This is an optimization exercise on Yosys and OpenROAD, whose aim is small area, a short achievable clock period and few clock cycles per item, not a production implementation.
At most, simulation tests tie the RTL to the original design; equivalence was not proved.
Function not checked in runs 2 to 9: the RTL went through the layout flow alone.

===== flow/config.mk =====
export PLATFORM = sky130hd
export DESIGN_NAME = gcd_coprocessor
export DESIGN_NICKNAME = gcd_coprocessor
export VERILOG_FILES = /design/flow/design.v
export SDC_FILE = /design/flow/constraint.sdc
export NUM_CORES = 4
export LEC_CHECK = 0
export CAP_MARGIN = 20
export CELL_PAD_IN_SITES_DETAIL_PLACEMENT = 1
export CELL_PAD_IN_SITES_GLOBAL_PLACEMENT = 2
export CORE_AREA = 10 10 170 170
export DIE_AREA = 0 0 180 180
export PLACE_DENSITY = 0.5
export SLEW_MARGIN = 20

===== flow/constraint.sdc =====
create_clock -name core_clock -period 5.0 [get_ports {clk}]
set_input_delay 1.0000 -clock core_clock [delete_from_list [all_inputs] [get_ports {clk}]]
set_output_delay 1.0000 -clock core_clock [all_outputs]
set_load 0.01 [all_outputs]

===== flow/design.v =====
module fifo #(parameter WIDTH = 8, parameter LOGDEPTH = 3) (
    input clk,
    input reset,
    input enq_val,
    input [WIDTH-1:0] enq_data,
    output enq_rdy,
    output deq_val,
    output [WIDTH-1:0] deq_data,
    input deq_rdy
);
localparam DEPTH = (1 << LOGDEPTH);
reg [WIDTH-1:0] buffer [0:DEPTH-1];
reg [LOGDEPTH-1:0] rptr, wptr;
reg full;
wire enq_fire;
wire deq_fire;
assign enq_fire = enq_val & enq_rdy;
assign deq_fire = deq_val & deq_rdy;
assign enq_rdy  = !full;
assign deq_val  = (rptr != wptr) || full;
assign deq_data = buffer[rptr];
always @(posedge clk or posedge reset) begin
  if (reset) begin
    rptr <= 0;
    wptr <= 0;
    full <= 1'b0;
  end else begin
    if (enq_fire) begin
      buffer[wptr] <= enq_data;
      wptr <= wptr + 1'b1;
    end
    if (deq_fire) begin
      rptr <= rptr + 1'b1;
    end
    if (enq_fire && !deq_fire) begin
      full <= ((wptr + 1'b1) == rptr);
    end else if (deq_fire && !enq_fire) begin
      full <= 1'b0;
    end
  end
end
endmodule
module gcd_datapath #( parameter W = 16 )
( 
	input [W-1:0] operands_bits_A,
	input [W-1:0] operands_bits_B,
	output [W-1:0] result_bits_data,
	input clk, reset,
	input B_mux_sel, A_en, B_en,
	input [1:0] A_mux_sel,
	output B_zero,
	output A_lt_B
);
reg [W-1:0] A_reg;
reg [W-1:0] B_reg;
wire [W-1:0] A_next;
wire [W-1:0] B_next;
wire [W-1:0] sub_out;
assign A_next
	= A_mux_sel == 0 ? operands_bits_A
	: A_mux_sel == 1 ? B_reg
	: A_mux_sel == 2 ? sub_out
	: {W{1'bx}};
assign B_next
	= B_mux_sel == 0 ? operands_bits_B
	: B_mux_sel == 1 ? A_reg
	: {W{1'bx}};
assign sub_out = A_reg - B_reg;
assign B_zero = (B_reg == 0) ? 1'b1 : 1'b0;
assign A_lt_B = (A_reg < B_reg) ? 1'b1 : 1'b0;
assign result_bits_data = A_reg;
always @ (posedge clk or posedge reset) begin
	if(reset) begin
		A_reg <= 0;
		B_reg <= 0;
	end else begin
		if (A_en) A_reg <= A_next;
		if (B_en) B_reg <= B_next;
	end
end
endmodule
module gcd_control
( 
	input clk, reset, operands_val, result_rdy,
	input B_zero, A_lt_B,
	output reg result_val, operands_rdy,
	output reg [1:0] A_mux_sel,
	output reg B_mux_sel, A_en, B_en
);
parameter CALC = 2'b00;
parameter IDLE = 2'b10;
parameter DONE = 2'b11;
reg [1:0] state;
reg [1:0] nextstate;
always @* begin
	nextstate = state; 
	A_en = 0;
	B_en = 0;
	result_val = 0;
	operands_rdy = 0;
	B_mux_sel = 0;
	A_mux_sel = 0;
	case (state)
		IDLE : begin
			operands_rdy = 1;
			if(operands_val == 1'b1) begin
				nextstate = CALC;
				A_en = 1;
				B_en = 1;
			end else begin
				nextstate = IDLE;
			end
		end
		CALC : begin
			if(A_lt_B == 1'b1) begin
				B_mux_sel = 1;
				A_mux_sel = 1;
				A_en = 1;
				B_en = 1;
				nextstate = CALC;
			end else if (B_zero == 1'b0) begin
				A_mux_sel = 2;
				A_en = 1;
				nextstate = CALC;
			end else begin
				nextstate = DONE;
			end
		end
		DONE : begin
      result_val = 1;
			if (result_rdy == 1'b1) begin
				nextstate = IDLE;
			end else begin
				nextstate = DONE;
			end
		end
	endcase
end
always @(posedge clk) begin
	if(reset)
		state <= IDLE;
	else
		state <= nextstate;
end
endmodule
module gcd_coprocessor #( parameter W = 16 ) (
  input clk,
  input reset,
  input operands_val,
  input [W-1:0] operands_bits_A,
  input [W-1:0] operands_bits_B,
  output operands_rdy,
  output result_val,
  output [W-1:0] result_bits,
  input result_rdy
);
  wire             req_deq_val, req_deq_rdy;
  wire [2*W-1:0]   req_deq_bits;
  wire             resp_deq_val;
  wire [W-1:0]     resp_deq_bits;
  wire [W-1:0] gcd_A, gcd_B;
  wire [W-1:0] gcd_result_bits;
  wire         B_zero, A_lt_B;
  wire [1:0]   A_mux_sel;
  wire         B_mux_sel, A_en, B_en;
  wire         gcd_result_val, gcd_result_rdy;
  fifo #( .WIDTH(2*W), .LOGDEPTH(2) ) req_fifo (
    .clk(clk),
    .reset(reset),
    .enq_val(operands_val),
    .enq_data({operands_bits_A, operands_bits_B}),
    .enq_rdy(operands_rdy),
    .deq_val(req_deq_val),
    .deq_data(req_deq_bits),
    .deq_rdy(req_deq_rdy)
  );
  assign gcd_A = req_deq_bits[2*W-1:W];
  assign gcd_B = req_deq_bits[W-1:0];
  gcd_datapath #( .W(W) ) datapath (
    .operands_bits_A(gcd_A),
    .operands_bits_B(gcd_B),
    .result_bits_data(gcd_result_bits),
    .clk(clk),
    .reset(reset),
    .B_mux_sel(B_mux_sel),
    .A_en(A_en),
    .B_en(B_en),
    .A_mux_sel(A_mux_sel),
    .B_zero(B_zero),
    .A_lt_B(A_lt_B)
  );
  gcd_control control (
    .clk(clk),
    .reset(reset),
    .operands_val(req_deq_val),
    .result_rdy(gcd_result_rdy),
    .B_zero(B_zero),
    .A_lt_B(A_lt_B),
    .result_val(gcd_result_val),
    .operands_rdy(req_deq_rdy),
    .A_mux_sel(A_mux_sel),
    .B_mux_sel(B_mux_sel),
    .A_en(A_en),
    .B_en(B_en)
  );
  fifo #( .WIDTH(W), .LOGDEPTH(2) ) resp_fifo (
    .clk(clk),
    .reset(reset),
    .enq_val(gcd_result_val),
    .enq_data(gcd_result_bits),
    .enq_rdy(gcd_result_rdy),
    .deq_val(result_val),
    .deq_data(result_bits),
    .deq_rdy(result_rdy)
  );
endmodule

===== flow/run.sh =====
#!/bin/bash
# synth_recipe.tcl (not shown) runs the flow's synth.tcl, then flattens the netlist and writes it again
# the make line also repeats each setting of config.mk as NAME=value (left out here)
make -C /OpenROAD-flow-scripts/flow DESIGN_CONFIG=/design/flow/config.mk WORK_HOME=/design/flow/orfs CLKGATE_MAP_FILE= SYNTH_SCRIPT=/design/flow/synth_recipe.tcl finish

==> results.json, run 1 <==
{
  "setup_viol": 0,
  "cp_max_fo": 16,
  "synth_edf_count": 192,
  "path_buf_inv": 2,
  "skew_ns": 0.0125,
  "grt.overflow.total": 0,
  "status": "complete, no violations",
  "gp_congestion": 0.819,
  "holdCritPathClass": "reg2reg",
  "cts-root-buf": "clkbuf_16",
  "nets": 890,
  "max-cap-violations": 0,
  "largest_reg_flops": 128,
  "ctsLongestPathBuffers": 3,
  "ys.flop_type": "edfxtp_1",
  "ys_warn_count": 6,
  "detail-route-antenna-nets": 0,
  "die_w_um": 180,
  "timing.fmax_mhz": 260,
  "first_iter_violations": 601,
  "cp_slowest_cell": "ha_1",
  "fp-row-count": 58,
  "start_kind": "flip-flop",
  "die-height_um": 180,
  "worstPathRequired_ns": 4.00,
  "rsz0062_at_grt": "false",
  "arrival_ns": 2.84,
  "path_class": "reg2out",
  "synth.cell_area_um2": 10300,
  "vias": 6396,
  "cts_tree": "yes",
  "routedWlPerCell_um": 21.8,
  "syn_nets": 836,
  "rrSetupSlack_ns": 1.97,
  "grt_pass1_vias": 6894,
  "cpLargestDelayFamily": "adder cells",
  "slew_violations": 0,
  "antenna_found_initial": 0,
  "cts_resized": 0,
  "r2r-start": "datapath.A_reg[0]",
  "start_util_pct": 41.0,
  "routed_wl_mm": 25.3,
  "cts_buffers": 26,
  "area_growth_pct": 15.9,
  "grt_pass1_wl_mm": 40.0,
  "ioPinCount": 54,
  "ctsHtreeMaxLevel": 1,
  "layout_worst_path_cycle_share_pct": 76.8,
  "drive_above_1_share_pct": 7.57,
  "worstMarginPinSlew_ns": 1.02,
  "hpwl_mm": 16.8,
  "async_flop_share_pct": 17.8,
  "path_clk_slew_ns": 0.06,
  "first_pass_iters": 6,
  "whs_endpoint": "req_fifo.full",
  "coreArea_um2": 25200,
  "top_regs": "req_fifo.buffer: 128 flops, resp_fifo.buffer: 64 flops",
  "drc_errors": 0,
  "cp_cell_sequence": "inv_1 -> ha_1 -> mux2i_1 -> clkdlybuf4s50_1",
  "slowest_delay_ns": 0.83,
  "port_buffers": 53,
  "cts_setup_buffers": 0,
  "synth_top_area_share_pct": 55.9,
  "end_kind": "output port",
  "holdPathStages": 2,
  "diodes": 0,
  "die_area_um2": 32400,
  "synth_seq_cells": 236,
  "cts.sinks": 236,
  "syn_avg_cell_area_um2": 13.6,
  "synth_cells": 761,
  "min_period_ns": 3.84,
  "fill_cells": 2503,
  "yosys.area.top_type": "edfxtp_1",
  "grt_util_all_layers_pct": 15.1,
  "netlist_top_cells_area": "edfxtp_1 56%, dfrtp_1 10%, a222oi_1 4.7%",
  "ff2ff_path_depth": 9,
  "synth_cell_types": 63,
  "top_register": "req_fifo.buffer",
  "layout_commonest_cell": "edfxtp_1",
  "holdBufCountCts": 0,
  "slew_headroom_pct": 32.3,
  "r2r-end": "datapath.A_reg[15]",
  "layout_common_cells": "192 x edfxtp_1, 76 x nor2_1, 72 x a21oi_1, 53 x clkdlybuf4s50_1, 48 x a222oi_1",
  "ys_seq_area_share_pct": 66.5,
  "grt_max_degree": 43,
  "hold_violations": 0,
  "tns_ns": 0,
  "holdCritStartpoint": "req_fifo.full",
  "clkLatencyLatePin_ns": 0.53,
  "viasPerCell": 5.50
}
[worst register-to-register path, cell delays in order (launching register included)]
cell and delay, ns:
dfrtp_1 0.46, inv_1 0.07, ha_1 0.21, fa_1 0.47, nand2b_1 0.24, a2111oi_4 0.47, o21bai_4 0.18, a211oi_4 0.52
o2111a_1 0.27, a211o_1 0.10
[metrics by stage]
step	util (%)	hold slack (ns)	worst slack, ns	instance area (µm²)	instances
2_1_floorplan	-	0.479	1.69	10300	761
3_3_place_gp	44.4	0.498	1.77	11200	1117
3_5_place_dp	44.4	0.529	1.62	11200	1117
4_1_cts	47.5	0.544	1.04	12000	1162
5_1_grt	47.5	0.570	0.971	12000	1162
6_report	47.5	0.529	1.16	12000	1162
[synth_stat cells, drive strengths merged, types with 3 or more instances]
library cell,instances
edfxtp,192
nor2,76
a21oi,74
a222oi,48
inv,47
dfrtp,42
ha,38
nand2,29
o21ai,27
mux2i,26
clkbuf,23
buf,16
xnor2,14
and3,11
nand3,8
a211oi,7
xor2,7
o22ai,6
a221o,5
nand2b,5
nor4,5
a31oi,4
mux2,4
nor2b,4
o21a,4
and4,3
nand4,3
o211ai,3
[layout make-up]
| cell class | instances | area, µm² | area share [%] |
|---|---|---|---|
| multi-input cells | 438 | 3110 | 26.0 |
| clock buffers | 33 | 698 | 5.84 |
| well taps | 330 | 413 | 3.45 |
| repair buffers | 65 | 621 | 5.19 |
| clock inverters | 12 | 81.3 | 0.680 |
| inverters | 48 | 180 | 1.51 |
| flip-flops and latches | 236 | 6860 | 57.3 |
[worst max path at each step]
stage,start,cells after the start,slack [ns],to
global route,resp_fifo.rptr[1],4,0.97,result_bits[0]
finish,resp_fifo.rptr[0],4,1.16,result_bits[0]
floorplan,reset,2,1.69,req_fifo.buffer[0][0]
detailed placement,resp_fifo.rptr[1],4,1.62,result_bits[0]
CTS,resp_fifo.rptr[0],4,1.04,result_bits[0]
global placement,resp_fifo.rptr[1],4,1.77,result_bits[12]
[cells by family after synthesis]
logic type | Yosys count | share of synthesized area, %
multiplexers | 30 | 2.96
flip-flops | 236 | 66.5
buffers and inverters | 87 | 3.43
adder cells (fa/ha/maj) | 39 | 4.80
XOR/XNOR | 21 | 1.78
AO/OA/AOI/OAI | 197 | 13.9
AND/OR/NAND/NOR | 151 | 6.62
[metal layers]
| layer | vias to the layer above | wire [µm] | track usage [%] |
|---|---|---|---|
| met5 | - | 0 | 0 |
| met4 | 0 | 314 | 3.04 |
| met3 | 23 | 1060 | 2.57 |
| met2 | 129 | 12500 | 26.1 |
| met1 | 3202 | 11500 | 19.6 |
| li1 | 3042 | - | - |
Testbench counts, summed over its fixed seeds: cycles 62,215, items 512.
==> run 2, diff against run 1 <==
==> flow/design.v (replaced) <==
module gcd_coprocessor #( parameter W = 16, parameter S = 2 ) (
  input clk,
  input reset,
  input operands_val,
  input [W-1:0] operands_bits_A,
  input [W-1:0] operands_bits_B,
  output operands_rdy,
  output result_val,
  output [W-1:0] result_bits,
  input result_rdy
);
  reg [W-1:0] A, B;
  reg [3:0]   k;       
  reg         busy;
  wire eq   = (A == B);
  wire kz   = (k == 4'd0);
  wire bz   = (B == {W{1'b0}});
  wire done = busy & eq & kz;
  assign result_val   = done;
  assign result_bits  = A;
  assign operands_rdy = ~busy | (done & result_rdy);
  wire load = operands_val & operands_rdy;
  wire [W:0] d1 = {1'b0, A} - {1'b0, B};
  wire [W:0] d2 = {1'b0, B} - {1'b0, A};
  wire agtb = ~d1[W];
  wire [W-1:0] dabs = agtb ? d1[W-1:0] : d2[W-1:0];
  function [W-1:0] shr_tz(input [W-1:0] x);
    integer i;
    reg stop;
    begin
      shr_tz = x;
      stop = 1'b0;
      for (i = 0; i < S; i = i + 1) begin
        if (!stop && !shr_tz[0]) shr_tz = shr_tz >> 1;
        else stop = 1'b1;
      end
    end
  endfunction
  wire both_even = ~A[0] & ~B[0];
  wire sub_step  = B[0] | bz;
  wire swap      = agtb | ~A[0];
  always @(posedge clk or posedge reset) begin
    if (reset) begin
      busy <= 1'b0;
    end else if (load) begin
      busy <= 1'b1;
    end else if (done & result_rdy) begin
      busy <= 1'b0;
    end
  end
  always @(posedge clk) begin
    if (load) begin
      A <= operands_bits_A;
      B <= operands_bits_B;
      k <= 4'd0;
    end else if (busy) begin
      if (eq) begin
        if (!kz) begin
          A <= A << 1;
          B <= B << 1;
          k <= k - 4'd1;
        end
      end else if (both_even) begin
        A <= A >> 1;
        B <= B >> 1;
        k <= k + 4'd1;
      end else if (sub_step) begin
        if (swap) A <= B;
        B <= shr_tz(dabs);
      end else begin
        B <= shr_tz(B);
      end
    end
  end
endmodule
--- a/flow/config.mk
+++ b/flow/config.mk
@@ -8,7 +8,7 @@
 export CAP_MARGIN = 20
 export CELL_PAD_IN_SITES_DETAIL_PLACEMENT = 1
 export CELL_PAD_IN_SITES_GLOBAL_PLACEMENT = 2
-export CORE_AREA = 10 10 170 170
-export DIE_AREA = 0 0 180 180
-export PLACE_DENSITY = 0.5
+export CORE_AREA = 5 5 65 65
+export DIE_AREA = 0 0 70 70
+export PLACE_DENSITY = 0.6
 export SLEW_MARGIN = 20
==> run 2 against run 1 <==
The flow now stops in global placement without I/O; synthesized area decreased by 57%; synthesized cell count decreased by 27%.
==> results.json, run 2 <==
{
  "synth_cells": 558,
  "synth_cell_types": 64,
  "syn_nets": 631,
  "synth_top_area_share_pct": 21.9,
  "ys.flop_type": "edfxtp_1",
  "die_w_um": 70,
  "syn_avg_cell_area_um2": 7.87,
  "synth_edf_count": 32,
  "netlist_top_cells_area": "edfxtp_1 22%, ha_1 9.7%, nand2_1 6.2%",
  "failed_stage": "global placement without I/O",
  "die-height_um": 70,
  "status": "did not finish",
  "fp-row-count": 21,
  "synth.most_common_cell": "nand2_1",
  "start_util_pct": 129,
  "synth.cell_area_um2": 4390,
  "yosys.area.top_type": "edfxtp_1",
  "netlist_top_cells_count": "72 x nand2_1, 45 x a21oi_1, 39 x inv_1",
  "ys_seq_area_share_pct": 24.3,
  "firstError": "[ERROR GPL-0301] Utilization 240.917 % exceeds 100%.",
  "ys_warn_count": 1,
  "synth_seq_cells": 37,
  "async_flop_share_pct": 2.70
}
## run 2: changes by cell type after synthesis, moves of 21 or more
cell      change
o21ai_1      +33
nand2_1      +44
o211ai_1     +21
a222oi_1     -48
edfxtp_1    -160
a21oi_1      -27
nor2_1       -50
dfrtp_1      -41
## run 2: logic make-up after synthesis
family | share of synthesized area (%)
flops | 24.3
mux | 5.13
fa+ha+maj | 11.0
buf+inv | 8.23
xor+xnor | 3.39
simple gates | 18.1
compound gates | 29.8
==> run 3, diff against run 2 <==
==> flow/config.mk (replaced) <==
export PLATFORM = sky130hd
export DESIGN_NAME = gcd_coprocessor
export DESIGN_NICKNAME = gcd_coprocessor
export VERILOG_FILES = /design/flow/design.v
export SDC_FILE = /design/flow/constraint.sdc
export NUM_CORES = 4
export LEC_CHECK = 0
export CAP_MARGIN = 20
export CELL_PAD_IN_SITES_DETAIL_PLACEMENT = 0
export CELL_PAD_IN_SITES_GLOBAL_PLACEMENT = 0
export CORE_AREA = 5 5 95 95
export DIE_AREA = 0 0 100 100
export PLACE_DENSITY = 0.6
export SLEW_MARGIN = 20
==> run 3 against run 2 <==
The run now finishes clean; synthesized area stayed put; synthesized cell count stayed put.
==> results.json, run 3 <==
{
  "start_kind": "flip-flop",
  "whs_endpoint": "k[3]",
  "antenna_found_initial": 0,
  "routed_wl_mm": 14.5,
  "coreArea_um2": 7810,
  "min_period_ns": 4.17,
  "finalWorstSetupSlack_ns": 0.832,
  "layout_worst_path_cycle_share_pct": 83.4,
  "r2r-end": "A[10]",
  "worstMarginPinSlew_ns": 0.774,
  "synth.cell_area_um2": 4390,
  "viasPerCell": 6.53,
  "path_clk_slew_ns": 0.07,
  "netlist_top_cells_count": "72 x nand2_1, 45 x a21oi_1, 39 x inv_1",
  "ys_seq_area_share_pct": 24.3,
  "slew_violations": 0,
  "skew_ns": 0.00599,
  "layout_common_cells": "72 x nand2_1, 53 x clkdlybuf4s50_1, 45 x a21oi_1, 39 x inv_1",
  "holdBufCountCts": 0,
  "ctsHtreeMaxLevel": 2,
  "cts_resized": 0,
  "hpwl_mm": 11.3,
  "start_util_pct": 56.3,
  "area_growth_pct": 14.1,
  "synth.most_common_cell": "nand2_1",
  "stdcell_area_um2": 5010,
  "first_iter_violations": 640,
  "clkLatencyLatePin_ns": 0.28,
  "routedWlPerCell_um": 21.1,
  "holdWs_ns": 0.527,
  "fp-row-count": 32,
  "die_w_um": 100,
  "end_kind": "output port",
  "die_area_um2": 10000,
  "rsz0062_at_grt": "false",
  "layout_commonest_cell": "nand2_1",
  "worstPathRequired_ns": 4.00,
  "grt_max_degree": 44,
  "r2r-start": "B[0]",
  "synth_seq_cells": 37,
  "status": "complete, no violations",
  "path_class": "reg2out",
  "cp_max_fo": 15,
  "synth_cells": 558,
  "ys.flop_type": "edfxtp_1",
  "syn_avg_cell_area_um2": 7.87,
  "synth_edf_count": 32,
  "drc_errors": 0,
  "arrival_ns": 3.17,
  "cts_tree": "yes",
  "first_pass_iters": 7,
  "detail-route-antenna-nets": 0,
  "rrSetupSlack_ns": 1.13,
  "yosys.area.top_type": "edfxtp_1",
  "placed_area_um2": 4910,
  "cts_setup_buffers": 0,
  "holdCritStartpoint": "k[3]",
  "dp_slack_ns": 1.17,
  "ioPinCount": 54,
  "ctsLongestPathBuffers": 2,
  "synth_top_area_share_pct": 21.9,
  "top_regs": "A: 16 flops, B: 16 flops, k: 4 flops",
  "fill_cells": 684,
  "grt.overflow.total": 0,
  "holdPathStages": 2,
  "timing.fmax_mhz": 240,
  "gp_congestion": 0.983,
  "slew_headroom_pct": 48.2,
  "cts.sinks": 37,
  "multiInputGateArea_um2": 2970,
  "ys_warn_count": 1,
  "hold_violations": 0,
  "port_buffers": 53,
  "seq_area_um2": 1070,
  "ff2ff_path_depth": 11,
  "grt_pass1_wl_mm": 22.8,
  "netlist_top_cells_area": "edfxtp_1 22%, ha_1 9.7%, nand2_1 6.2%",
  "nets": 658,
  "grt_util_all_layers_pct": 28.7,
  "tns_ns": 0,
  "diodes": 0,
  "drive_above_1_share_pct": 5.80,
  "vias": 4491,
  "synth_cell_types": 64,
  "async_flop_share_pct": 2.70,
  "max-cap-violations": 0,
  "setup_viol": 0,
  "holdCritPathClass": "reg2reg",
  "cts_buffers": 5,
  "die-height_um": 100,
  "grt_pass1_vias": 4084,
  "syn_nets": 631,
  "cts-root-buf": "clkbuf_8"
}
==> run 3: critical path, stage by stage, from the launching register on <==
cell	delay, ns
edfxtp_1	0.55
inv_1	0.19
ha_1	0.53
inv_2	0.15
nand2_1	0.18
nor4_4	0.30
buf_4	0.22
a31o_2	0.21
clkdlybuf4s50_1	0.54
==> run 3: how the worst max path moves through the flow <==
| stage | startpoint | to | slack [ns] | cells past startpoint |
|---|---|---|---|---|
| 5_1_grt | B[0] | operands_rdy | 0.63 | 8 |
| 6_report | B[0] | operands_rdy | 0.83 | 8 |
| 4_1_cts | B[12] | operands_rdy | 0.85 | 8 |
| 3_3_place_gp | B[12] | operands_rdy | 1.18 | 8 |
| 2_1_floorplan | B[1] | A[0] | 1.22 | 10 |
| 3_5_place_dp | B[12] | A[15] | 1.17 | 11 |
==> run 3: area by class of cell <==
class                           count  share of cell area [%]
Multi-Input combinational cell    438                    59.2
Sequential cell                    37                    21.3
Tap cell                          102                    2.54
Clock buffer                        7                    1.92
Timing Repair Buffer               62                    11.9
Inverter                           41                    3.07
Clock inverter                      1                  0.0998
==> run 3: metrics by stage <==
stage,std cells,util [%]
2_1_floorplan,558,-
3_3_place_gp,680,62.9
3_5_place_dp,680,62.9
4_1_cts,688,64.2
5_1_grt,688,64.2
6_report,688,64.2
==> run 3: logic make-up (layout without fill, tap and decap cells) <==
| kind of cell | Yosys count | count (layout) | synth area share, % |
|---|---|---|---|
| DFF | 37 | 37 | 24.3 |
| buffers and inverters | 83 | 111 | 8.23 |
| and+or+nand+nor | 163 | 163 | 18.1 |
| AOI/OAI and AO/OA | 199 | 199 | 29.8 |
| adders and majority gates | 37 | 37 | 11.0 |
| xor gates and xnor gates | 17 | 17 | 3.39 |
| muxes | 22 | 22 | 5.13 |
==> run 3: metal layers <==
layer	share of wire, %	vias up	GRT usage (%)	wire (µm)
met2	44	266	44.2	6440
met1	44	2090	43.2	6390
met4	1.5	0	5.70	216
met5	0	-	0	0
met3	10	30	3.75	1470
li1	-	2105	-	-
==> run 4, diff against run 3 <==
--- a/flow/config.mk
+++ b/flow/config.mk
@@ -5,6 +5,7 @@
 export SDC_FILE = /design/flow/constraint.sdc
 export NUM_CORES = 4
 export LEC_CHECK = 0
+export ABC_AREA = 1
 export CAP_MARGIN = 20
 export CELL_PAD_IN_SITES_DETAIL_PLACEMENT = 0
 export CELL_PAD_IN_SITES_GLOBAL_PLACEMENT = 0
==> run 4 against run 3 <==
Largest cell class unchanged; clock skew increased by 0.0051 ns; synthesized area up 15%; worst setup slack worse by 0.14 ns.
==> results.json, run 4 <==
{
  "hold_violations": 0,
  "cts_resized": 0,
  "top_regs": "A: 16 flops, B: 16 flops, k: 4 flops",
  "viasPerCell": 6.16,
  "holdWs_ns": 0.548,
  "grt_util_all_layers_pct": 36.3,
  "grt_pass1_wl_mm": 28.8,
  "die_area_um2": 10000,
  "cts_setup_buffers": 0,
  "netlist_top_cells_area": "nand2_1 20%, edfxtp_1 19%, nand3_1 9.0%",
  "path_class": "reg2out",
  "first_iter_violations": 686,
  "arrival_ns": 3.31,
  "coreArea_um2": 7810,
  "slew_violations": 0,
  "ctsLongestPathBuffers": 2,
  "layout_commonest_cell": "nand2_1",
  "setup_viol": 0,
  "ioPinCount": 54,
  "cts_buffers": 5,
  "worstPathRequired_ns": 4.00,
  "drc_errors": 0,
  "synth_edf_count": 32,
  "synth_seq_cells": 37,
  "rsz0062_at_grt": "false",
  "slew_headroom_pct": 44.1,
  "grt_pass1_vias": 5607,
  "synth.cell_area_um2": 5040,
  "gp_congestion": 1.02,
  "yosys.area.top_type": "nand2_1",
  "cts.sinks": 37,
  "clkLatencyLatePin_ns": 0.30,
  "path_clk_slew_ns": 0.09,
  "cts-root-buf": "clkbuf_8",
  "antenna_found_initial": 0,
  "port_buffers": 53,
  "timing.fmax_mhz": 232,
  "holdCritStartpoint": "k[0]",
  "layout_worst_path_cycle_share_pct": 86.2,
  "start_kind": "flip-flop",
  "drive_above_1_share_pct": 4.65,
  "routed_wl_mm": 18.2,
  "netlist_top_cells_count": "273 x nand2_1, 116 x inv_1, 91 x nand3_1",
  "grt_max_degree": 40,
  "nets": 932,
  "async_flop_share_pct": 2.70,
  "holdBufCountCts": 0,
  "start_util_pct": 64.6,
  "r2r-start": "B[0]",
  "syn_avg_cell_area_um2": 6.09,
  "holdCritPathClass": "reg2reg",
  "synth_cells": 829,
  "synth_cell_types": 42,
  "diodes": 0,
  "vias": 5930,
  "max-cap-violations": 0,
  "detail-route-antenna-nets": 0,
  "end_kind": "output port",
  "die_w_um": 100,
  "ys_warn_count": 1,
  "cts_tree": "yes",
  "fp-row-count": 32,
  "synth_top_area_share_pct": 20.3,
  "min_period_ns": 4.31,
  "grt.overflow.total": 0,
  "tns_ns": 0,
  "synth.most_common_cell": "nand2_1",
  "die-height_um": 100,
  "ctsHtreeMaxLevel": 2,
  "routedWlPerCell_um": 18.9,
  "ys_seq_area_share_pct": 21.1,
  "worstMarginPinSlew_ns": 0.836,
  "cp_max_fo": 16,
  "area_growth_pct": 12.5,
  "ys.flop_type": "edfxtp_1",
  "syn_nets": 902,
  "skew_ns": 0.0111,
  "layout_common_cells": "273 x nand2_1, 116 x inv_1, 91 x nand3_1, 53 x clkdlybuf4s50_1, 41 x a21oi_1",
  "status": "complete, no violations",
  "first_pass_iters": 6,
  "hpwl_mm": 14.3,
  "critPathLaunch": "B[0]"
}
[run 4: metal layers]
metal	part of all wire, %	vias to the layer above	global-route usage [%]
li1	-	2767	-
met5	0	-	0
met3	12	78	6.18
met4	4.3	0	12.8
met2	45	413	59.6
met1	38	2672	48.3
[run 4: cells by family (layout without fill, tap and decap cells)]
group	after synthesis	count (layout)	share of synthesized area, %
adders and majority gates	37	37	9.62
buffers and inverters	164	195	13.2
AOI/OAI and AO/OA	120	120	14.3
xor gates and xnor gates	16	16	2.78
and+or+nand+nor	455	455	39.0
DFF	37	37	21.1
[run 4: worst max-delay path, cell delays in order (launching register included)]
cell and delay (ns):
edfxtp_1 0.58, inv_1 0.29, ha_1 0.60, nor2_2 0.32, nand3_2 0.12, nor2_4 0.17
nand3_2 0.13, o21ai_4 0.20, clkdlybuf4s50_1 0.58
[run 4: final timing paths]
kind                                 to  cells after the start  slack (ns)
hold / removal                     k[0]                      1        0.55
hold reg to reg                    k[0]                      1        0.55
max in group asynchronous          busy                      2        4.08
setup / recovery           operands_rdy                      8        0.69
setup reg to reg                  A[12]                      9        1.20
min in group asynchronous          busy                      2        0.84
[run 4: metrics by stage]
step	instances	area, µm²	setup WS [ns]	util (%)
floorplan	829	5040	1.57	-
global placement	954	5570	1.20	71.3
detailed placement	954	5570	1.11	71.3
CTS	962	5670	0.766	72.7
global route	962	5670	0.514	72.7
finish	962	5670	0.689	72.7
[run 4: cell type report]
cell class / count / area [µm²]
Sequential cell: 37 / 1070
Inverter: 128 / 485
Clock buffer: 6 / 93.8
Tap cell: 102 / 128
Clock inverter: 2 / 13.8
Multi-Input combinational cell: 628 / 3310
Timing Repair Buffer: 59 / 576
Fill cell: 658 / 2130
==> run 5, diff against run 4 <==
--- a/flow/config.mk
+++ b/flow/config.mk
@@ -5,11 +5,12 @@
 export SDC_FILE = /design/flow/constraint.sdc
 export NUM_CORES = 4
 export LEC_CHECK = 0
-export ABC_AREA = 1
+export ABC_CLOCK_PERIOD_IN_PS = 2500
 export CAP_MARGIN = 20
 export CELL_PAD_IN_SITES_DETAIL_PLACEMENT = 0
 export CELL_PAD_IN_SITES_GLOBAL_PLACEMENT = 0
 export CORE_AREA = 5 5 95 95
 export DIE_AREA = 0 0 100 100
 export PLACE_DENSITY = 0.6
+export SETUP_SLACK_MARGIN = 2.5
 export SLEW_MARGIN = 20
==> run 5 against run 4 <==
Still clean; final cell count decreased by 18%; non-clock buffer count increased by 102; clock-buffer cell count increased by 1; utilization rose by 13 points; worst hold slack got worse by 0.054 ns; die area is the same; routed wire length grew 18%; synthesized area down 13%; synthesized cell count down 33%; critical path type is now reg2reg; largest cell class unchanged.
==> results.json, run 5 <==
{
  "status": "complete, no violations",
  "cts-root-buf": "clkbuf_8",
  "clkLatencyLatePin_ns": 0.31,
  "grt_pass1_vias": 4987,
  "layout_commonest_cell": "buf_4",
  "setup_viol": 0,
  "antenna_found_initial": 0,
  "vias": 5749,
  "cts_buffers": 5,
  "end_kind": "flip-flop",
  "synth.most_common_cell": "nand2_1",
  "die_area_um2": 10000,
  "ys_seq_area_share_pct": 24.3,
  "tns_ns": 0,
  "synthAdderAreaFrac_pct": 11.0,
  "drc_errors": 0,
  "netlist_top_cells_area": "edfxtp_1 22%, ha_1 9.7%, nand2_1 6.2%",
  "grt_util_all_layers_pct": 35.9,
  "port_buffers": 53,
  "viasPerCell": 7.27,
  "skew_ns": 0.0102,
  "yosys.area.top_type": "edfxtp_1",
  "synth_seq_cells": 37,
  "cts_tree": "yes",
  "layout_worst_path_cycle_share_pct": 69.8,
  "synthXorXnorAreaFrac_pct": 3.39,
  "detail-route-antenna-nets": 0,
  "synth.cell_area_um2": 4390,
  "syn_avg_cell_area_um2": 7.87,
  "path_clk_slew_ns": 0.09,
  "ys_warn_count": 1,
  "die_w_um": 100,
  "grt_pass1_wl_mm": 27.8,
  "hold_violations": 0,
  "r2r-start": "B[9]",
  "muxShareOfSynthArea_pct": 5.13,
  "holdCritPathClass": "reg2reg",
  "holdPathStages": 2,
  "nets": 761,
  "synth_top_family_by_area": "compound AO/OA/AOI/OAI gates",
  "grt.overflow.total": 0,
  "ctsHtreeMaxLevel": 2,
  "fp-row-count": 32,
  "synth_cell_types": 64,
  "first_iter_violations": 1004,
  "path_class": "reg2reg",
  "start_kind": "flip-flop",
  "synth-simple-area-share_pct": 18.1,
  "ys.flop_type": "edfxtp_1",
  "slew_headroom_pct": 34.1,
  "seq_area_um2": 1070,
  "fin_util_pct": 86.1,
  "syn_nets": 631,
  "layout_common_cells": "78 x buf_4, 64 x nand2_1, 49 x clkdlybuf4s50_1, 41 x a21oi_1, 34 x o21ai_1",
  "multiInputGateArea_um2": 3660,
  "synth_top_area_share_pct": 21.9,
  "fill_cells": 407,
  "min_period_ns": 3.49,
  "holdCritStartpoint": "k[3]",
  "top_regs": "A: 16 flops, B: 16 flops, k: 4 flops",
  "async_flop_share_pct": 2.70,
  "rsz0062_at_grt": "true",
  "grt_max_degree": 44,
  "r2r-end": "B[8]",
  "diodes": 0,
  "synth_cells": 558,
  "slew_violations": 0,
  "worstMarginPinSlew_ns": 0.981,
  "ff2ff_path_depth": 13,
  "timing.fmax_mhz": 287,
  "rrSetupSlack_ns": 1.51,
  "gp_congestion": 1.06,
  "hpwl_mm": 10.8,
  "netlist_top_cells_count": "72 x nand2_1, 45 x a21oi_1, 39 x inv_1",
  "start_util_pct": 56.3,
  "cts.sinks": 37,
  "synth_compound_area_share_pct": 29.8,
  "ctsLongestPathBuffers": 2,
  "die-height_um": 100,
  "max-cap-violations": 0,
  "holdBufCountCts": 0,
  "routedWlPerCell_um": 27.1,
  "drive_above_1_share_pct": 33.7,
  "area_growth_pct": 52.9,
  "cp_max_fo": 8,
  "first_pass_iters": 12,
  "coreArea_um2": 7810,
  "whs_endpoint": "k[3]",
  "arrival_ns": 3.64,
  "ioPinCount": 54,
  "routed_wl_mm": 21.5,
  "synth_edf_count": 32,
  "worstPathRequired_ns": 5.15
}
[run 5: changes by cell type after synthesis, sizes merged, moves of 9 or more]
cell	delta
mux2i	+21
nor2	-19
o21ai	+31
inv	-85
a31oi	-10
buf	+9
nand3	-82
a21o	+12
o211ai	+9
nand2	-206
[run 5: worst max-delay path by stage]
stage / start / to / depth (start not counted)
after global routing: B[11] / B[8] / 13
after detailed placement: B[10] / operands_rdy / 7
final: B[9] / B[8] / 13
after CTS: B[10] / result_val / 8
after global placement: B[10] / operands_rdy / 7
after floorplan: A[13] / operands_rdy / 6
[run 5: worst max-delay path: stages (launching register included)]
cell and delay (ns):
edfxtp_1 0.46, inv_2 0.15, ha_4 0.23, buf_4 0.14, a21oi_1 0.20, o21ai_2 0.12, a221oi_4 0.28, buf_12 0.18
nand2_4 0.13, o211ai_1 0.16, o31ai_2 0.11, xnor2_1 0.78, a221oi_2 0.16, a22oi_1 0.22
[run 5: area by class of cell]
| class | instances | area share (%) |
|---|---|---|
| well taps | 102 | 1.90 |
| flip-flops and latches | 37 | 15.9 |
| repair buffers | 161 | 23.7 |
| clock buffers | 7 | 1.43 |
| inverters | 41 | 2.44 |
| multi-input cells | 442 | 54.5 |
| clock inverters | 1 | 0.130 |
[run 5: per-layer routing]
layer | vias to the layer above | GRT usage (%) | routed length, µm
met1 | 2554 | 47.3 | 7220
met4 | 0 | 19.5 | 2120
met3 | 245 | 6.88 | 3050
li1 | 2324 | - | -
met2 | 626 | 55.4 | 9090
met5 | - | 0 | 0
[run 5: stage by stage]
step / area, µm² / hold WS, ns / setup WS [ns] / instances
floorplan: 4490 / 0.456 / 2.01 / 558
global placement: 4930 / 0.478 / 1.22 / 677
detailed placement: 4930 / 0.488 / 1.12 / 677
CTS: 6200 / 0.497 / 1.90 / 757
global route: 6720 / 0.528 / 1.56 / 791
finish: 6720 / 0.494 / 1.51 / 791
[run 5: logic make-up after synthesis]
logic type / after synthesis
muxes: 22
DFF: 37
xor gates and xnor gates: 17
buffers and inverters: 83
and+or+nand+nor: 163
AOI/OAI and AO/OA: 199
adders and majority gates: 37
[run 5: timing repair]
item / in CTS / in global routing
buffers inserted: 65 / 33
endpoints found under the setup margin: 71 / 72
gates cloned: 7 / 1
pin swaps: 36 / 40
gates resized for setup: 112 / 54
==> run 6, diff against run 5 <==
--- a/flow/config.mk
+++ b/flow/config.mk
@@ -5,12 +5,12 @@
 export SDC_FILE = /design/flow/constraint.sdc
 export NUM_CORES = 4
 export LEC_CHECK = 0
-export ABC_CLOCK_PERIOD_IN_PS = 2500
+export ABC_CLOCK_PERIOD_IN_PS = 3500
 export CAP_MARGIN = 20
 export CELL_PAD_IN_SITES_DETAIL_PLACEMENT = 0
 export CELL_PAD_IN_SITES_GLOBAL_PLACEMENT = 0
 export CORE_AREA = 5 5 95 95
 export DIE_AREA = 0 0 100 100
 export PLACE_DENSITY = 0.6
-export SETUP_SLACK_MARGIN = 2.5
+export SETUP_SLACK_MARGIN = 1.5
 export SLEW_MARGIN = 20
==> run 6 against run 5 <==
Via count fell by 18%; critical path depth fell by 1; worst setup slack improved by 0.036 ns; still clean on timing, DRC and antenna; flip-flop and latch count did not move; highest routed layer unchanged; critical path type unchanged; utilization fell by 14 points.
==> results.json, run 6 <==
{
  "netlist_top_cells_count": "72 x nand2_1, 45 x a21oi_1, 39 x inv_1",
  "holdCritPathClass": "reg2reg",
  "timing.fmax_mhz": 290,
  "vias": 4727,
  "max-cap-violations": 0,
  "first_iter_violations": 661,
  "ys_seq_area_share_pct": 24.3,
  "fp-row-count": 32,
  "synth_cell_types": 64,
  "netlist_top_cells_area": "edfxtp_1 22%, ha_1 9.7%, nand2_1 6.2%",
  "holdBufCountCts": 0,
  "slew_violations": 0,
  "worstMarginPinSlew_ns": 0.885,
  "layout_worst_path_cycle_share_pct": 69.1,
  "placed_area_um2": 4910,
  "start_util_pct": 56.3,
  "rsz0062_at_grt": "true",
  "synth.cell_area_um2": 4390,
  "tns_ns": 0,
  "ys.flop_type": "edfxtp_1",
  "seq_area_um2": 1070,
  "port_buffers": 53,
  "area_growth_pct": 28.2,
  "rrSetupSlack_ns": 1.55,
  "coreArea_um2": 7810,
  "ctsHtreeMaxLevel": 2,
  "layout_common_cells": "70 x nand2_1, 51 x clkdlybuf4s50_1, 48 x buf_4, 44 x a21oi_1, 34 x o21ai_1",
  "clkLatencyLatePin_ns": 0.29,
  "yosys.area.top_type": "edfxtp_1",
  "ys_warn_count": 1,
  "slowest_delay_ns": 0.44,
  "dp_cells": 679,
  "finalWorstSetupSlack_ns": 1.55,
  "nets": 698,
  "detail-route-antenna-nets": 0,
  "cts_tree": "yes",
  "gp_congestion": 0.939,
  "layout_commonest_cell": "nand2_1",
  "synth.most_common_cell": "nand2_1",
  "grt_max_degree": 36,
  "routedWlPerCell_um": 21.8,
  "setup_viol": 0,
  "diodes": 0,
  "drive_above_1_share_pct": 18.5,
  "synth_seq_cells": 37,
  "ctsLongestPathBuffers": 2,
  "synth_cells": 558,
  "fill_cells": 609,
  "viasPerCell": 6.49,
  "fin_cells": 728,
  "grt_pass1_vias": 4427,
  "hpwl_mm": 11.3,
  "die_area_um2": 10000,
  "stdcell_area_um2": 5630,
  "grt_pass1_wl_mm": 24.1,
  "first_pass_iters": 6,
  "skew_ns": 0.00432,
  "slew_headroom_pct": 41.0,
  "path_clk_slew_ns": 0.08,
  "drc_errors": 0,
  "cp_max_fo": 18,
  "cts-root-buf": "clkbuf_8",
  "die_w_um": 100,
  "grt.overflow.total": 0,
  "cp_slowest_cell": "edfxtp_1",
  "synth_top_area_share_pct": 21.9,
  "antenna_found_initial": 0,
  "cts.sinks": 37,
  "status": "complete, no violations",
  "start_kind": "flip-flop",
  "cts_buffers": 5,
  "top_regs": "A: 16 flops, B: 16 flops, k: 4 flops",
  "end_kind": "flip-flop",
  "worstPathRequired_ns": 5.01,
  "dp_slack_ns": 1.13,
  "grt_util_all_layers_pct": 30.8,
  "min_period_ns": 3.45,
  "routed_wl_mm": 15.8,
  "syn_nets": 631,
  "multiInputGateArea_um2": 3300,
  "synth_edf_count": 32,
  "syn_avg_cell_area_um2": 7.87,
  "hold_violations": 0,
  "async_flop_share_pct": 2.70,
  "die-height_um": 100,
  "ioPinCount": 54,
  "cp_cell_sequence": "buf_4 -> ha_1 -> fa_1 -> nand3b_1 -> a21oi_4 -> o21bai_4 -> nand2_8 -> mux2i_1 -> xor2_2 -> o22ai_1 -> o221ai_1 -> o311ai_1",
  "path_class": "reg2reg",
  "arrival_ns": 3.47
}
==> run 6: critical path, delay by kind of cell, from the launching register on <==
| family | cells | cell delay, ns |
|---|---|---|
| adder cells (fa/ha/maj) | 2 | 0.68 |
| AO/OA/AOI/OAI | 5 | 0.79 |
| multiplexers | 1 | 0.30 |
| AND/OR/NAND/NOR | 2 | 0.46 |
| XOR/XNOR | 1 | 0.28 |
| buffers and inverters | 1 | 0.20 |
| flip-flops | 1 | 0.44 |
==> run 6: cells by family (layout without fill, tap and decap cells) <==
group,Yosys count,count (layout),share of synthesized area (%)
buffers and inverters,83,151,8.23
XOR/XNOR,17,17,3.39
multiplexers,22,22,5.13
AO/OA/AOI/OAI,199,199,29.8
flip-flops,37,37,24.3
adder cells (fa/ha/maj),37,37,11.0
AND/OR/NAND/NOR,163,163,18.1
==> run 6: final cells by class <==
type / instances / share of cell area (%)
clock buffer: 5 / 1.22
clock inverter: 3 / 0.311
inverter: 41 / 2.73
multi-input combinational: 438 / 58.5
sequential: 37 / 18.9
tap: 102 / 2.27
timing repair buffer: 102 / 16.0
==> run 6: layer usage <==
metal / GRT usage (%) / vias up / share of wire (%)
met5: 0 / - / 0
met3: 4.45 / 32 / 9.7
met4: 6.63 / 0 / 1.8
met2: 47.7 / 298 / 44
met1: 45.8 / 2218 / 44
li1: - / 2179 / -
==> run 6: per-stage QoR <==
stage          hold WS, ns  utilization [%]
5_1_grt              0.560             72.1
4_1_cts              0.513             68.5
3_3_place_gp         0.480             62.9
2_1_floorplan        0.458                -
3_5_place_dp         0.501             62.9
6_report             0.515             72.1
==> run 6: worst paths after layout <==
check                       from  endpoint  cells after the start
max in group asynchronous  reset      busy                      2
min in group asynchronous  reset      busy                      2
min reg2reg                 k[3]      k[3]                      2
min                         k[3]      k[3]                      2
max                         B[0]      B[2]                     12
max reg2reg                 B[0]      B[2]                     12
==> run 6: repair_timing <==
item	CTS	global route
resized for setup	32	30
buffers inserted	25	16
pin swaps	4	5
setup endpoints to repair	45	29
==> run 7, diff against run 6 <==
==> flow/design.v (replaced) <==
module gcd_coprocessor #( parameter W = 16 ) (
  input clk,
  input reset,
  input operands_val,
  input [W-1:0] operands_bits_A,
  input [W-1:0] operands_bits_B,
  output operands_rdy,
  output result_val,
  output [W-1:0] result_bits,
  input result_rdy
);
  reg [W-1:0] A, B;
  reg [3:0]   k;       
  reg         busy;
  wire [W-1:0] xab = A ^ B;
  wire eq   = ~|xab;
  wire kz   = (k == 4'd0);
  wire done = busy & eq & kz;
  assign result_val   = done;
  assign result_bits  = A;
  assign operands_rdy = ~busy | (done & result_rdy);
  wire load = operands_val & operands_rdy;
  wire both_even = ~A[0] & ~B[0];
  wire [W-1:0] X = B[0] ? A : {W{1'b0}};
  wire [W-1:0] y = B[0] ? xab : B;        
  wire [W:0]   d = {1'b0, X} - {1'b0, B};
  wire         neg = d[W];
  function [3:0] ctz(input [W-1:0] v);
    integer i;
    begin
      ctz = 4'd0;
      for (i = W - 1; i >= 0; i = i - 1)
        if (v[i]) ctz = i;
    end
  endfunction
  wire [3:0]   s = ctz(y);
  wire [W-1:0] f = d[W-1:0] ^ {W{neg}};   
  wire [W-1:0] bodd = (f >> s) | {{(W-1){1'b0}}, 1'b1};
  wire swap = B[0] & (~A[0] | ~neg);
  always @(posedge clk or posedge reset) begin
    if (reset) begin
      busy <= 1'b0;
    end else if (load) begin
      busy <= 1'b1;
    end else if (done & result_rdy) begin
      busy <= 1'b0;
    end
  end
  always @(posedge clk) begin
    if (load) begin
      A <= operands_bits_A;
      B <= (operands_bits_B == {W{1'b0}}) ? operands_bits_A : operands_bits_B;
      k <= 4'd0;
    end else if (busy) begin
      if (eq) begin
        if (!kz) begin
          A <= A << 1;
          B <= B << 1;
          k <= k - 4'd1;
        end
      end else if (both_even) begin
        A <= A >> 1;
        B <= B >> 1;
        k <= k + 4'd1;
      end else begin
        if (swap) A <= B;
        B <= bodd;
      end
    end
  end
endmodule
==> flow/config.mk (replaced) <==
export PLATFORM = sky130hd
export DESIGN_NAME = gcd_coprocessor
export DESIGN_NICKNAME = gcd_coprocessor
export VERILOG_FILES = /design/flow/design.v
export SDC_FILE = /design/flow/constraint.sdc
export NUM_CORES = 4
export LEC_CHECK = 0
export CAP_MARGIN = 20
export CELL_PAD_IN_SITES_DETAIL_PLACEMENT = 1
export CELL_PAD_IN_SITES_GLOBAL_PLACEMENT = 2
export CORE_AREA = 5 5 95 95
export DIE_AREA = 0 0 100 100
export PLACE_DENSITY = 0.5
export SETUP_SLACK_MARGIN = 1.5
export SLEW_MARGIN = 20
==> run 7 against run 6 <==
Synthesized area grew 15%; the run now fails in global placement without I/O; synthesized cell count grew 14%.
==> results.json, run 7 <==
{
  "status": "did not finish",
  "failed_stage": "global placement without I/O",
  "firstError": "[ERROR GPL-0301] Utilization 121.619 % exceeds 100%.",
  "syn_nets": 694,
  "synth_edf_count": 32,
  "synth.cell_area_um2": 5050,
  "yosys.area.top_type": "edfxtp_1",
  "ys_warn_count": 1,
  "synth_seq_cells": 37,
  "netlist_top_cells_area": "edfxtp_1 19%, xnor2_1 6.9%, mux2i_1 6.1%",
  "ys_seq_area_share_pct": 21.1,
  "netlist_top_cells_count": "54 x nand2_1, 47 x nor2_1, 43 x o21ai_0",
  "die_w_um": 100,
  "async_flop_share_pct": 2.70,
  "syn_avg_cell_area_um2": 7.93,
  "die-height_um": 100,
  "synth.most_common_cell": "nand2_1",
  "start_util_pct": 64.7,
  "synth_cells": 637,
  "synth_cell_types": 78,
  "synth_top_area_share_pct": 19.0,
  "fp-row-count": 32,
  "ys.flop_type": "edfxtp_1"
}
run 7: cell types whose count changed after synthesis, moves of 18 or more:
cell | before | now
nor2_1 | 26 | 47
xnor2_1 | 12 | 40
o211ai_1 | 24 | 6
o21ai_1 | 34 | 0
nand2_1 | 72 | 54
o21ai_0 | 19 | 43
clkbuf_1 | 18 | 38
run 7: cell families after synthesis:
group	count (synthesis)	synth area share [%]
and+or+nand+nor	205	20.5
AOI/OAI and AO/OA	201	28.3
buffers and inverters	84	7.61
xor gates and xnor gates	52	9.02
muxes	37	8.01
DFF	37	21.1
adders and majority gates	21	5.50
==> run 8, diff against run 7 <==
--- a/flow/design.v
+++ b/flow/design.v
@@ -21,10 +21,9 @@
   assign operands_rdy = ~busy | (done & result_rdy);
   wire load = operands_val & operands_rdy;
   wire both_even = ~A[0] & ~B[0];
-  wire [W-1:0] X = B[0] ? A : {W{1'b0}};
+  wire [W:0]   d = {1'b0, A} - {1'b0, B};
+  wire         neg = d[W];
   wire [W-1:0] y = B[0] ? xab : B;        
-  wire [W:0]   d = {1'b0, X} - {1'b0, B};
-  wire         neg = d[W];
   function [3:0] ctz(input [W-1:0] v);
     integer i;
     begin
@@ -35,7 +34,8 @@
   endfunction
   wire [3:0]   s = ctz(y);
   wire [W-1:0] f = d[W-1:0] ^ {W{neg}};   
-  wire [W-1:0] bodd = (f >> s) | {{(W-1){1'b0}}, 1'b1};
+  wire [W-1:0] g = B[0] ? f : B;
+  wire [W-1:0] bodd = (g >> s) | {{(W-1){1'b0}}, 1'b1};
   wire swap = B[0] & (~A[0] | ~neg);
   always @(posedge clk or posedge reset) begin
     if (reset) begin
==> flow/config.mk (replaced) <==
export PLATFORM = sky130hd
export DESIGN_NAME = gcd_coprocessor
export DESIGN_NICKNAME = gcd_coprocessor
export VERILOG_FILES = /design/flow/design.v
export SDC_FILE = /design/flow/constraint.sdc
export NUM_CORES = 4
export LEC_CHECK = 0
export CAP_MARGIN = 20
export CELL_PAD_IN_SITES_DETAIL_PLACEMENT = 0
export CELL_PAD_IN_SITES_GLOBAL_PLACEMENT = 1
export CORE_AREA = 5 5 115 115
export DIE_AREA = 0 0 120 120
export PLACE_DENSITY = 0.5
export SETUP_SLACK_MARGIN = 1.5
export SLEW_MARGIN = 20
==> run 8 against run 7 <==
Now clean on timing, DRC and antenna; synthesized area fell by 4.4%; synthesized cell count rose by 0.63%.
==> results.json, run 8 <==
{
  "status": "complete, no violations",
  "area_growth_pct": 40.9,
  "r2r-start": "A[8]",
  "synthAdderAreaFrac_pct": 5.76,
  "largest_reg_flops": 16,
  "fin_cells": 889,
  "yosys.area.top_type": "edfxtp_1",
  "ioPinCount": 54,
  "slowest_delay_ns": 0.57,
  "worstMarginPinSlew_ns": 0.672,
  "ctsLongestPathBuffers": 2,
  "end_kind": "flip-flop",
  "first_pass_iters": 5,
  "antenna_found_initial": 0,
  "critPathLaunch": "A[8]",
  "synth_top_area_share_pct": 19.9,
  "synth_edf_count": 32,
  "tns_ns": 0,
  "ys_warn_count": 1,
  "coreArea_um2": 12000,
  "routedWlPerCell_um": 22.9,
  "grt_util_all_layers_pct": 27.0,
  "dp_cells": 810,
  "fin_util_pct": 56.8,
  "synth_cells": 641,
  "top_regs": "A: 16 flops, B: 15 flops, k: 4 flops",
  "synth_top_family_by_area": "compound AO/OA/AOI/OAI gates",
  "slew_violations": 0,
  "clkLatencyLatePin_ns": 0.29,
  "min_period_ns": 3.52,
  "netlist_top_cells_area": "edfxtp_1 20%, a21oi_1 8.2%, mux2i_1 5.2%",
  "max-cap-violations": 0,
  "viasPerCell": 6.29,
  "gp_congestion": 0.914,
  "setup_viol": 0,
  "fp-row-count": 40,
  "start_util_pct": 40.3,
  "detail-route-antenna-nets": 0,
  "holdCritStartpoint": "k[3]",
  "ctsHtreeMaxLevel": 2,
  "die-height_um": 120,
  "synth_cell_types": 79,
  "cp_max_fo": 6,
  "drive_above_1_share_pct": 26.7,
  "holdCritPathClass": "reg2reg",
  "ff2ff_path_depth": 11,
  "skew_ns": 0.00639,
  "grt_pass1_wl_mm": 30.2,
  "timing.fmax_mhz": 284,
  "cp_cell_sequence": "ha_4 -> buf_4 -> o2111ai_1 -> a31o_2 -> a211oi_4 -> or2_4 -> mux4_2 -> nand3_1 -> o2111ai_1 -> a221oi_1 -> a21oi_1",
  "cts.sinks": 37,
  "netlist_top_cells_count": "79 x a21oi_1, 61 x nor2_1, 54 x nand2_1",
  "holdBufCountCts": 0,
  "cts_tree": "yes",
  "path_clk_slew_ns": 0.06,
  "synth.most_common_cell": "a21oi_1",
  "routed_wl_mm": 20.4,
  "cp_slowest_cell": "mux4_2",
  "path_class": "reg2reg",
  "grt_pass1_vias": 5225,
  "cts-root-buf": "clkbuf_16",
  "hold_violations": 0,
  "port_buffers": 53,
  "drc_errors": 0,
  "worst_path_most_repeated_cell": "o2111ai_1",
  "cts_buffers": 5,
  "rsz0062_at_grt": "true",
  "synth.cell_area_um2": 4820,
  "synthXorXnorAreaFrac_pct": 4.30,
  "arrival_ns": 3.53,
  "first_iter_violations": 547,
  "syn_nets": 698,
  "die_area_um2": 14400,
  "synth-simple-area-share_pct": 21.6,
  "ys_seq_area_share_pct": 22.1,
  "grt_max_degree": 54,
  "top_register": "A",
  "stdcell_area_um2": 6800,
  "ys.flop_type": "edfxtp_1",
  "placed_area_um2": 5480,
  "layout_common_cells": "70 x a21oi_1, 70 x buf_4, 59 x nor2_1, 52 x nand2_1, 51 x clkdlybuf4s50_1",
  "whs_endpoint": "k[3]",
  "hpwl_mm": 14.4,
  "slew_headroom_pct": 54.7,
  "syn_avg_cell_area_um2": 7.53,
  "die_w_um": 120,
  "diodes": 0,
  "nets": 798,
  "synth_compound_area_share_pct": 32.8,
  "synth_seq_cells": 37,
  "grt.overflow.total": 0,
  "layout_worst_path_cycle_share_pct": 70.5,
  "worstPathRequired_ns": 5.01,
  "r2r-end": "B[6]",
  "holdPathStages": 2,
  "start_kind": "flip-flop",
  "muxShareOfSynthArea_pct": 7.29,
  "rrSetupSlack_ns": 1.48,
  "async_flop_share_pct": 2.70,
  "vias": 5592
}
[run 8: changes by cell type after synthesis, sizes merged, moves of 4 or more]
cell    previous run  this run
a21o               6        13
a21oi             36        81
a221oi            14         5
a31oi              8        12
and2              17         6
clkbuf            38        29
mux2i             31        25
nor2              47        63
nor3              15        19
o22ai             10         4
or2                5         9
xnor2             40        11
[run 8: logic make-up after synthesis]
logic type                 count (synthesis)
AOI/OAI and AO/OA                        240
and+or+nand+nor                          217
buffers and inverters                     74
muxes                                     30
adders and majority gates                 21
xor gates and xnor gates                  22
DFF                                       37
[run 8: how the worst max path moves through the flow]
stage	depth (start not counted)	end	slack, ns
floorplan	14	A[0]	1.51
global placement	13	B[12]	0.83
detailed placement	13	B[12]	0.79
CTS	11	flip-flop	1.38
global route	13	B[6]	1.40
finish	11	B[6]	1.48
[run 8: stage by stage]
stage	setup slack, ns	hold WS (ns)
2_1_floorplan	1.51	0.458
3_3_place_gp	0.835	0.482
3_5_place_dp	0.791	0.487
4_1_cts	1.38	0.496
5_1_grt	1.40	0.518
6_report	1.48	0.491
[run 8: repair_timing]
action / in CTS / in global routing
setup buffers: 43 / 27
pin swaps: 12 / 47
resized for setup: 75 / 70
cloned: 0 / 1
setup endpoints to repair: 50 / 48
[run 8: critical path, delay by kind of cell, from the launching register on]
family / cells / cell delay, ns
AO/OA/AOI/OAI: 6 / 1.31
adder cells (fa/ha/maj): 1 / 0.37
buffers and inverters: 1 / 0.12
flip-flops: 1 / 0.53
multiplexers: 1 / 0.57
AND/OR/NAND/NOR: 2 / 0.33
[run 8: area by class of cell]
type,instances,area [µm²]
Fill cell,1122,5160
Multi-Input combinational cell,531,4060
Timing Repair Buffer,136,1210
Sequential cell,37,1070
Tap cell,147,184
Clock buffer,6,129
Inverter,30,116
Clock inverter,2,33.8
[run 8: layer usage]
metal	GRT usage, %	up-vias	routed length, µm
met5	0	-	0
met4	11.1	0	740
met3	4.38	43	1410
met2	42.7	232	9290
met1	36.7	2704	8930
li1	-	2613	-
==> run 9, diff against run 8 <==
--- a/flow/config.mk
+++ b/flow/config.mk
@@ -13,3 +13,4 @@
 export PLACE_DENSITY = 0.5
 export SETUP_SLACK_MARGIN = 1.5
 export SLEW_MARGIN = 20
+export TNS_END_PERCENT = 5
==> run 9 against run 8 <==
Still clean on timing, DRC and antenna; clock-buffer cell count stayed put; flip-flop and latch count stayed put; worst setup slack worse by 0.068 ns; synthesized cell count unchanged.
==> results.json, run 9 <==
{
  "cp_cell_sequence": "ha_2 -> fa_2 -> nand2b_4 -> a21oi_4 -> o221ai_1 -> nand3_1 -> xor2_2 -> mux4_2 -> nor2_1 -> nor4_1 -> or2_2 -> a32oi_1",
  "grt_util_all_layers_pct": 27.0,
  "first_iter_violations": 529,
  "largest_reg_flops": 16,
  "antenna_found_initial": 0,
  "ioPinCount": 54,
  "dp_cells": 808,
  "first_pass_iters": 5,
  "diodes": 0,
  "netlist_top_cells_count": "79 x a21oi_1, 61 x nor2_1, 54 x nand2_1",
  "holdBufCountCts": 0,
  "cpLargestDelayFamily": "simple AND/OR/NAND/NOR gates",
  "detail-route-antenna-nets": 0,
  "netlist_top_cells_area": "edfxtp_1 20%, a21oi_1 8.2%, mux2i_1 5.2%",
  "critPathLaunch": "B[0]",
  "worstMarginPinSlew_ns": 0.672,
  "die_w_um": 120,
  "holdPathStages": 2,
  "slew_headroom_pct": 55.2,
  "clkLatencyLatePin_ns": 0.29,
  "synth.most_common_cell": "a21oi_1",
  "viasPerCell": 6.38,
  "start_kind": "flip-flop",
  "fin_cells": 866,
  "worstPathRequired_ns": 5.01,
  "top_register": "A",
  "layout_worst_path_cycle_share_pct": 71.8,
  "r2r-start": "B[0]",
  "drive_above_1_share_pct": 19.7,
  "cts.sinks": 37,
  "vias": 5526,
  "cts_tree": "yes",
  "grt_pass1_wl_mm": 30.2,
  "timing.fmax_mhz": 278,
  "coreArea_um2": 12000,
  "hpwl_mm": 14.4,
  "slowest_delay_ns": 0.46,
  "dp_slack_ns": 0.735,
  "syn_avg_cell_area_um2": 7.53,
  "syn_nets": 698,
  "synth_cell_types": 79,
  "yosys.area.top_type": "edfxtp_1",
  "ff2ff_path_depth": 12,
  "arrival_ns": 3.60,
  "end_kind": "flip-flop",
  "path_buf_inv": 0,
  "rsz0062_at_grt": "true",
  "max-cap-violations": 0,
  "ctsLongestPathBuffers": 2,
  "grt_pass1_vias": 5303,
  "tns_ns": 0,
  "finalWorstSetupSlack_ns": 1.41,
  "die-height_um": 120,
  "synth_cells": 641,
  "start_util_pct": 40.3,
  "gp_congestion": 0.904,
  "holdCritPathClass": "reg2reg",
  "cts-root-buf": "clkbuf_16",
  "path_class": "reg2reg",
  "layout_commonest_cell": "a21oi_1",
  "drc_errors": 0,
  "routed_wl_mm": 19.9,
  "skew_ns": 0.00866,
  "async_flop_share_pct": 2.70,
  "slew_violations": 0,
  "rrSetupSlack_ns": 1.41,
  "ys_warn_count": 1,
  "synth_edf_count": 32,
  "path_depth": 12,
  "ys_seq_area_share_pct": 22.1,
  "fp-row-count": 40,
  "routedWlPerCell_um": 22.9,
  "ys.flop_type": "edfxtp_1",
  "grt_max_degree": 54,
  "nets": 775,
  "synth_seq_cells": 37,
  "synth.cell_area_um2": 4820,
  "min_period_ns": 3.59,
  "area_growth_pct": 33.0,
  "status": "complete, no violations",
  "synth_top_area_share_pct": 19.9,
  "cp_max_fo": 4,
  "grt.overflow.total": 0,
  "hold_violations": 0,
  "ctsHtreeMaxLevel": 2,
  "port_buffers": 53,
  "top_regs": "A: 16 flops, B: 15 flops, k: 4 flops",
  "layout_common_cells": "73 x a21oi_1, 60 x nor2_1, 55 x buf_4, 52 x nand2_1, 51 x clkdlybuf4s50_1",
  "cts_buffers": 5,
  "setup_viol": 0,
  "path_clk_slew_ns": 0.05,
  "fill_cells": 1155,
  "crit_end": "B[3]",
  "die_area_um2": 14400,
  "cp_slowest_cell": "edfxtp_1",
  "r2r-end": "B[3]"
}
[run 9: layout make-up]
type / instances / area (µm²) / area share, %
clock buffers: 6 / 139 / 2.17
clock inverters: 2 / 8.76 / 0.137
inverters: 30 / 116 / 1.81
multi-input cells: 530 / 3850 / 60.1
flip-flops and latches: 37 / 1070 / 16.6
well taps: 147 / 184 / 2.87
repair buffers: 114 / 1050 / 16.3
[run 9: how the worst min path moves through the flow]
stage | from | endpoint
6_report | k[3] | k[3]
3_5_place_dp | k[3] | k[3]
4_1_cts | k[3] | k[3]
2_1_floorplan | k[3] | k[3]
3_3_place_gp | k[3] | k[3]
5_1_grt | k[3] | k[3]
[run 9: tightest hold or removal path, stage by stage (launching register included)]
cell	delay [ns]
dfxtp_1	0.32
o21ai_0	0.08
a21oi_1	0.06
[run 9: logic make-up after synthesis]
kind of cell / Yosys count / synth area share, %
flip-flops: 37 / 22.1
AO/OA/AOI/OAI: 240 / 32.8
buffers and inverters: 74 / 6.17
adder cells (fa/ha/maj): 21 / 5.76
XOR/XNOR: 22 / 4.30
multiplexers: 30 / 7.29
AND/OR/NAND/NOR: 217 / 21.6
[run 9: timing repair]
action                     4_1_cts  5_1_grt
pin swaps                        8        8
resized for setup               61       26
buffers inserted                33       16
cloned                           1        0
setup endpoints to repair       50       49
[run 9: per-stage QoR]
stage / hold slack, ns / instance area, µm² / utilization, %
floorplan: 0.458 / 4840 / -
global placement: 0.472 / 5450 / 45.6
detailed placement: 0.492 / 5450 / 45.6
CTS: 0.503 / 6160 / 51.5
global route: 0.540 / 6410 / 53.6
finish: 0.504 / 6410 / 53.6
[run 9: metal layers]
metal / track usage [%] / vias to the layer above / wire (µm)
met3: 4.90 / 56 / 1560
met4: 10.8 / 0 / 849
met2: 43.7 / 254 / 9050
met5: 0 / - / 0
li1: - / 2573 / -
met1: 35.6 / 2643 / 8390

-- static timing again, ports no longer ideal --
In the flow no input, the clock included, has a driving cell. The finished layouts below were timed again as built, in two steps. Step 1 sets driving cells, clkbuf_16 on the clock port and buf_2 on the other inputs (assumed; they add their load-dependent delay and slew). Step 2 times the ports against the registers' clock, not the clock port: input delays grow and output delays shrink by t, the midpoint of the rising clock arrivals with the driver on. Three values: ideal ports, drivers, drivers and shift; two values: the first two.
| run | t, ns | slack for setup (ns) | latest minus earliest clock arrival (ns) |
|---|---|---|---|
| run 1 | 0.571 | 1.161 / 1.113 / 1.684 | 0.014 / 0.014 |
| run 3 | 0.311 | 0.832 / 0.803 / 1.114 | 0.006 / 0.006 |
| run 4 | 0.324 | 0.689 / 0.660 / 0.984 | 0.011 / 0.011 |
| run 5 | 0.335 | 1.511 / 1.511 / 1.511 | 0.010 / 0.010 |
| run 6 | 0.317 | 1.547 / 1.547 / 1.547 | 0.004 / 0.004 |
| run 8 | 0.315 | 1.476 / 1.476 / 1.476 | 0.007 / 0.006 |
| run 9 | 0.318 | 1.408 / 1.405 / 1.408 | 0.008 / 0.009 |
After both steps every run listed still meets setup and hold.
